This is an optimization exercise on Yosys and OpenROAD, whose aim is a short achievable clock period and few clock cycles, not a production implementation.
In this exercise RTL edits were held to simulation tests only and were not proved equivalent to the original.

==> v34 <==
==> flow/design.v (excerpt) <==
module y86_seq(
    input clk,
    input rst,
    output [63:0] imem_addr,
    input [79:0] imem_rdata,
    output [63:0] dmem_addr,
    output [63:0] dmem_wdata,
    output dmem_we,
    input [63:0] dmem_rdata,
    output halted
);
localparam HALT = 4'h0, NOP = 4'h1, CMOVXX = 4'h2, IRMOVQ = 4'h3,
           RMMOVQ = 4'h4, MRMOVQ = 4'h5, OPQ = 4'h6, JXX = 4'h7,
           CALL = 4'h8, RET = 4'h9, PUSHQ = 4'hA, POPQ = 4'hB;
localparam Q = 24;             
reg [8*Q-1:0] q;               
reg [5:0]     qcnt_r;          
reg [63:0]    qpc_r;           
reg [63:0]    tpc_r;           
reg           halted_r;
reg           rst_q;           
wire [5:0]  qcnt = rst_q ? 6'd0 : qcnt_r;
wire [63:0] qpc  = rst_q ? 64'd0 : qpc_r;
wire [63:0] tpc  = rst_q ? 64'd0 : tpc_r;
reg           zf, sf, of;
reg [63:0]    rf [0:14];
reg [63:0]    ras [0:7];
reg [2:0]     ras_sp;          
wire [63:0]   ras_top = ras[ras_sp];
wire run = ~halted_r | rst_q;
wire [79:0] b1 = q[79:0];
wire [3:0] ic1, fn1, rA1, rB1, len1, srcA1, srcB1;
wire [63:0] C1;
wire mem1, st1;
y86_dec dec1(.b(b1), .icode(ic1), .ifun(fn1), .rA(rA1), .rB(rB1), .valC(C1),
             .len(len1), .srcA(srcA1), .srcB(srcB1), .is_mem(mem1), .is_store(st1));
wire [3:0] ic2p [0:3], fn2p [0:3], rA2p [0:3], rB2p [0:3], len2p [0:3],
           srcA2p [0:3], srcB2p [0:3];
wire [63:0] C2p [0:3];
wire [3:0] mem2p, st2p, fit2p;
genvar gp;
generate for (gp = 0; gp < 4; gp = gp + 1) begin : d2
    localparam integer P = (gp == 0) ? 1 : (gp == 1) ? 2 : (gp == 2) ? 9 : 10;
    y86_dec dec2(.b(q[8*P +: 80]), .icode(ic2p[gp]), .ifun(fn2p[gp]), .rA(rA2p[gp]),
                 .rB(rB2p[gp]), .valC(C2p[gp]), .len(len2p[gp]), .srcA(srcA2p[gp]),
                 .srcB(srcB2p[gp]), .is_mem(mem2p[gp]), .is_store(st2p[gp]));
    assign fit2p[gp] = (qcnt >= P + len2p[gp]);
end
endgenerate
wire [1:0] sel2 = (len1 == 4'd2) ? 2'd1 : (len1 == 4'd9) ? 2'd2 : (len1 == 4'd10) ? 2'd3 : 2'd0;
wire [3:0] ic2 = ic2p[sel2], fn2 = fn2p[sel2], rA2 = rA2p[sel2], rB2 = rB2p[sel2],
           len2 = len2p[sel2], srcA2 = srcA2p[sel2], srcB2 = srcB2p[sel2];
wire [63:0] C2 = C2p[sel2];
wire mem2 = mem2p[sel2], st2 = st2p[sel2], fit2 = fit2p[sel2];
wire [63:0] pc1  = qpc;
  ...
export LEC_CHECK = 0
export CAP_MARGIN = 20
export CORE_MARGIN = 2
export CORE_UTILIZATION = 40
export PLACE_DENSITY = 0.55
export SLEW_MARGIN = 20
create_clock -name core_clock -period 50.0 [get_ports {clk}]
standard.sh (not shown) runs the stock make flow with config.mk's settings and CLKGATE_MAP_FILE= SYNTH_SCRIPT=/design/flow/synth_recipe.tcl, a recipe that flattens the netlist after the stock synthesis.
==> flow/flow/run.sh <==
#!/bin/bash
# Standard layout (the standard.sh, unchanged synthesis), with a setup
# margin for repair_timing so that it works on the I/O paths that set the
# period instead of stopping at the 50 ns clock.
set -uo pipefail
bash standard.sh SETUP_SLACK_MARGIN=29.4 finish > standard_flow.log 2>&1
==> v6 (differences from v34) <==
--- a/flow/design.v
+++ b/flow/design.v
@@ -87,54 +87,46 @@
     input [63:0] dmem_rdata,
     output halted
 );
 localparam HALT = 4'h0, NOP = 4'h1, CMOVXX = 4'h2, IRMOVQ = 4'h3,
            RMMOVQ = 4'h4, MRMOVQ = 4'h5, OPQ = 4'h6, JXX = 4'h7,
            CALL = 4'h8, RET = 4'h9, PUSHQ = 4'hA, POPQ = 4'hB;
 localparam Q = 24;             
 reg [8*Q-1:0] q;               
-reg [5:0]     qcnt_r;          
-reg [63:0]    qpc_r;           
-reg [63:0]    tpc_r;           
+reg [5:0]     qcnt;            
+reg [63:0]    qpc;             
+reg [63:0]    tpc;             
 reg           halted_r;
-reg           rst_q;           
-wire [5:0]  qcnt = rst_q ? 6'd0 : qcnt_r;
-wire [63:0] qpc  = rst_q ? 64'd0 : qpc_r;
-wire [63:0] tpc  = rst_q ? 64'd0 : tpc_r;
 reg           zf, sf, of;
 reg [63:0]    rf [0:14];
 reg [63:0]    ras [0:7];
 reg [2:0]     ras_sp;          
 wire [63:0]   ras_top = ras[ras_sp];
-wire run = ~halted_r | rst_q;
+wire run = ~halted_r;
 wire [79:0] b1 = q[79:0];
 wire [3:0] ic1, fn1, rA1, rB1, len1, srcA1, srcB1;
 wire [63:0] C1;
 wire mem1, st1;
 y86_dec dec1(.b(b1), .icode(ic1), .ifun(fn1), .rA(rA1), .rB(rB1), .valC(C1),
              .len(len1), .srcA(srcA1), .srcB(srcB1), .is_mem(mem1), .is_store(st1));
-wire [3:0] ic2p [0:3], fn2p [0:3], rA2p [0:3], rB2p [0:3], len2p [0:3],
-           srcA2p [0:3], srcB2p [0:3];
-wire [63:0] C2p [0:3];
-wire [3:0] mem2p, st2p, fit2p;
-genvar gp;
-generate for (gp = 0; gp < 4; gp = gp + 1) begin : d2
-    localparam integer P = (gp == 0) ? 1 : (gp == 1) ? 2 : (gp == 2) ? 9 : 10;
-    y86_dec dec2(.b(q[8*P +: 80]), .icode(ic2p[gp]), .ifun(fn2p[gp]), .rA(rA2p[gp]),
-                 .rB(rB2p[gp]), .valC(C2p[gp]), .len(len2p[gp]), .srcA(srcA2p[gp]),
-                 .srcB(srcB2p[gp]), .is_mem(mem2p[gp]), .is_store(st2p[gp]));
-    assign fit2p[gp] = (qcnt >= P + len2p[gp]);
-end
-endgenerate
-wire [1:0] sel2 = (len1 == 4'd2) ? 2'd1 : (len1 == 4'd9) ? 2'd2 : (len1 == 4'd10) ? 2'd3 : 2'd0;
-wire [3:0] ic2 = ic2p[sel2], fn2 = fn2p[sel2], rA2 = rA2p[sel2], rB2 = rB2p[sel2],
-           len2 = len2p[sel2], srcA2 = srcA2p[sel2], srcB2 = srcB2p[sel2];
-wire [63:0] C2 = C2p[sel2];
-wire mem2 = mem2p[sel2], st2 = st2p[sel2], fit2 = fit2p[sel2];
+reg [79:0] b2;
+always @(*) begin
+    case (len1)
+        4'd2:    b2 = q[16 +: 80];
+        4'd9:    b2 = q[72 +: 80];
+        4'd10:   b2 = q[80 +: 80];
+        default: b2 = q[8 +: 80];
+    endcase
+end
+wire [3:0] ic2, fn2, rA2, rB2, len2, srcA2, srcB2;
+wire [63:0] C2;
+wire mem2, st2;
+y86_dec dec2(.b(b2), .icode(ic2), .ifun(fn2), .rA(rA2), .rB(rB2), .valC(C2),
+             .len(len2), .srcA(srcA2), .srcB(srcB2), .is_mem(mem2), .is_store(st2));
 wire [63:0] pc1  = qpc;
 wire [63:0] valP1 = qpc + {60'd0, len1};
 wire [63:0] valP2 = valP1 + {60'd0, len2};
 wire [63:0] A1 = (srcA1 == 4'hF) ? 64'd0 : rf[srcA1];
 wire [63:0] B1 = (srcB1 == 4'hF) ? 64'd0 : rf[srcB1];
 wire [63:0] r1;
 wire nz1, ns1, no1;
 y86_alu alu1(.fn(fn1[1:0]), .a(A1), .b(B1), .r(r1), .zf(nz1), .sf(ns1), .of(no1));
@@ -186,16 +178,17 @@
 wire op1 = (ic1 == OPQ);
 wire zf1 = op1 ? nz1 : zf;
 wire sf1 = op1 ? ns1 : sf;
 wire of1 = op1 ? no1 : of;
 wire cc2;
 y86_cond cnd2(.ifun(fn2), .zf(zf1), .sf(sf1), .of(of1), .cc(cc2));
 wire wr1 = (ic1 == CMOVXX) | (ic1 == IRMOVQ) | (ic1 == OPQ);
 wire adep = mem2 & wr1 & (srcB2 == rB1);
+wire fit2 = qcnt >= ({2'd0, len1} + {2'd0, len2});
 wire v2 = v1 & ~taken1 & ~halt1 & fit2 & ~(mem1 & mem2) & ~adep
         & ~((ic2 == HALT) & st1);
 wire taken2 = (ic2 == JXX & cc2) | (ic2 == CALL) | (ic2 == RET);
 wire halt2 = (ic2 == HALT);
 reg [3:0]  dstE2, dstM2;
 reg [63:0] valE2;
 always @(*) begin
     dstE2 = 4'hF;
@@ -236,67 +229,69 @@
     else        target = (ic2 == RET) ? ras_top : C2;
 end
 wire ret_now  = (v1 & ic1 == RET) | (v2 & ic2 == RET);
 wire call_now = (v1 & ic1 == CALL) | (v2 & ic2 == CALL);
 wire [63:0] call_ret = (ic1 == CALL) ? valP1 : valP2;
 wire ret_miss = ret_now & (dmem_rdata != ras_top);
 assign imem_addr = redir ? target : tpc;
 wire halt_now = (v1 & halt1) | (v2 & halt2);
-assign halted = (halted_r | halt_now) & ~rst_q;
+assign halted = halted_r | halt_now;
 wire [4:0] used = (v1 ? {1'b0, len1} : 5'd0) + (v2 ? {1'b0, len2} : 5'd0);
 wire [5:0] rem  = qcnt - {1'b0, used};
 wire [5:0] take = (rem + 6'd10 > Q) ? (Q - rem) : 6'd10;
 reg [8*Q-1:0] qsh, qnew;
 integer j;
 always @(*) begin
     qsh = q >> (8 * used);
     for (j = 0; j < Q; j = j + 1) begin
         if (j < rem)
             qnew[8*j +: 8] = qsh[8*j +: 8];
         else if (j - rem < 10)
             qnew[8*j +: 8] = imem_rdata[8*(j - rem) +: 8];
         else
             qnew[8*j +: 8] = 8'h00;
     end
 end
-always @(posedge clk)
-    rst_q <= rst;
 always @(posedge clk) begin
-    if (run) begin
+    if (rst) begin
+        qcnt     <= 6'd0;
+        qpc      <= 64'd0;
+        tpc      <= 64'd0;
+        halted_r <= 1'b0;
+        zf <= 1'b1; sf <= 1'b0; of <= 1'b0;
+        ras_sp   <= 3'd0;
+    end
+    else if (run) begin
         if (ret_miss) begin
-            qcnt_r <= 6'd0;
-            qpc_r  <= dmem_rdata;
-            tpc_r  <= dmem_rdata;
+            qcnt <= 6'd0;
+            qpc  <= dmem_rdata;
+            tpc  <= dmem_rdata;
         end
         else if (redir) begin
             q[79:0] <= imem_rdata;
-            qcnt_r <= 6'd10;
-            qpc_r  <= target;
-            tpc_r  <= target + 64'd10;
+            qcnt <= 6'd10;
+            qpc  <= target;
+            tpc  <= target + 64'd10;
         end
         else begin
-            q      <= qnew;
-            qcnt_r <= rem + take;
-            qpc_r  <= qpc + {59'd0, used};
-            tpc_r  <= tpc + {58'd0, take};
-        end
-        halted_r <= halt_now;
-        if (rst_q) begin
-            zf <= 1'b1; sf <= 1'b0; of <= 1'b0;
-        end
-        else if (v2 & ic2 == OPQ) begin
+            q    <= qnew;
+            qcnt <= rem + take;
+            qpc  <= qpc + {59'd0, used};
+            tpc  <= tpc + {58'd0, take};
+        end
+        if (halt_now)
+            halted_r <= 1'b1;
+        if (v2 & ic2 == OPQ) begin
             zf <= nz2; sf <= ns2; of <= no2;
         end
         else if (v1 & op1) begin
             zf <= nz1; sf <= ns1; of <= no1;
         end
-        if (rst_q)
-            ras_sp <= 3'd0;
-        else if (call_now) begin
+        if (call_now) begin
             ras[ras_sp + 3'd1] <= call_ret;
             ras_sp <= ras_sp + 3'd1;
         end
         else if (ret_now)
             ras_sp <= ras_sp - 3'd1;
     end
 end
 integer i;
==> flow/run.sh (new file) <==
#!/bin/bash
# synth_recipe.tcl (not shown) runs the flow's synth.tcl, then flattens the netlist and writes it again
# the make line also repeats each setting of config.mk as NAME=value (left out here)
make -C /OpenROAD-flow-scripts/flow DESIGN_CONFIG=/design/flow/config.mk WORK_HOME=/design/flow/orfs CLKGATE_MAP_FILE= SYNTH_SCRIPT=/design/flow/synth_recipe.tcl finish
- CORE_UTILIZATION: 40 -> 22
- PLACE_DENSITY: 0.55 -> 0.3
removed: flow/flow/run.sh
removed: flow/standard.sh
==> qor summary <==
| quantity | v34 | v6 |
|---|---|---|
| Number of clock sinks | 1824 | 1811 |
| Area share of fa/ha/maj cells after synthesis | 3.26% | 3.35% |
| Maximum level of the CTS H-tree | 4 | 5 |
| Worst slack at placement | 25500 ps | 25240 ps |
| Die Ht | 683 microns | 896 microns |
| Number of buffers created by CTS | 224 | 265 |
| Post-synthesis share of cell area spent on xor and xnor gates | 3.92% | 4.18% |
| Run status | stopped before the end | finished with violations |
| Failing step | global routing (5_1_grt) | - |
| Layout check failures | - | antenna rules |
| Placement-stage cell area | 0.202 sq mm | 0.200 sq mm |
| Detailed Place HPWL | 1300 mm | 1500 mm |
| Syn Inst Count | 22100 | 21200 |
| Mean instance size in the synthesized netlist | 8.32 sq um | 8.26 sq um |
| Routability cong. | 1.33 | 1.08 |
| Number of placed cells counting well taps | 27900 | 31500 |
| Number of warnings printed during yosys synthesis | 6 | 5 |
Testbench counts of v34, summed over its fixed seeds: cycles 14,798.
Testbench counts of v6, summed over its fixed seeds: cycles 14,798.

[afterwards: timing with drivers on the ports]
In the flow no input, the clock included, has a driving cell. The finished layout below was timed again as built, in two steps.
Step 1: set_driving_cell puts a clkbuf_16 on clk and a buf_2 on each other input, an assumption about the parent block.
Step 2 times the ports against the registers' clock, not the clock port: input delays grow and output delays shrink by t, the midpoint of the rising clock arrivals with the driver on.
a / b / c = ideal / step 1 / step 2; a / b = the first two.
run: v6
t (ns): 1.210
setup WS [ns]: 23.269 / 23.106 / 24.316
hold slack, ns: 0.457 / 0.457 / 0.457
worst register clock-pin slew, ns: 0.09 / 0.09
The setup slack of v6 moves by -0.163 ns with the drivers and by +1.047 ns with both steps.
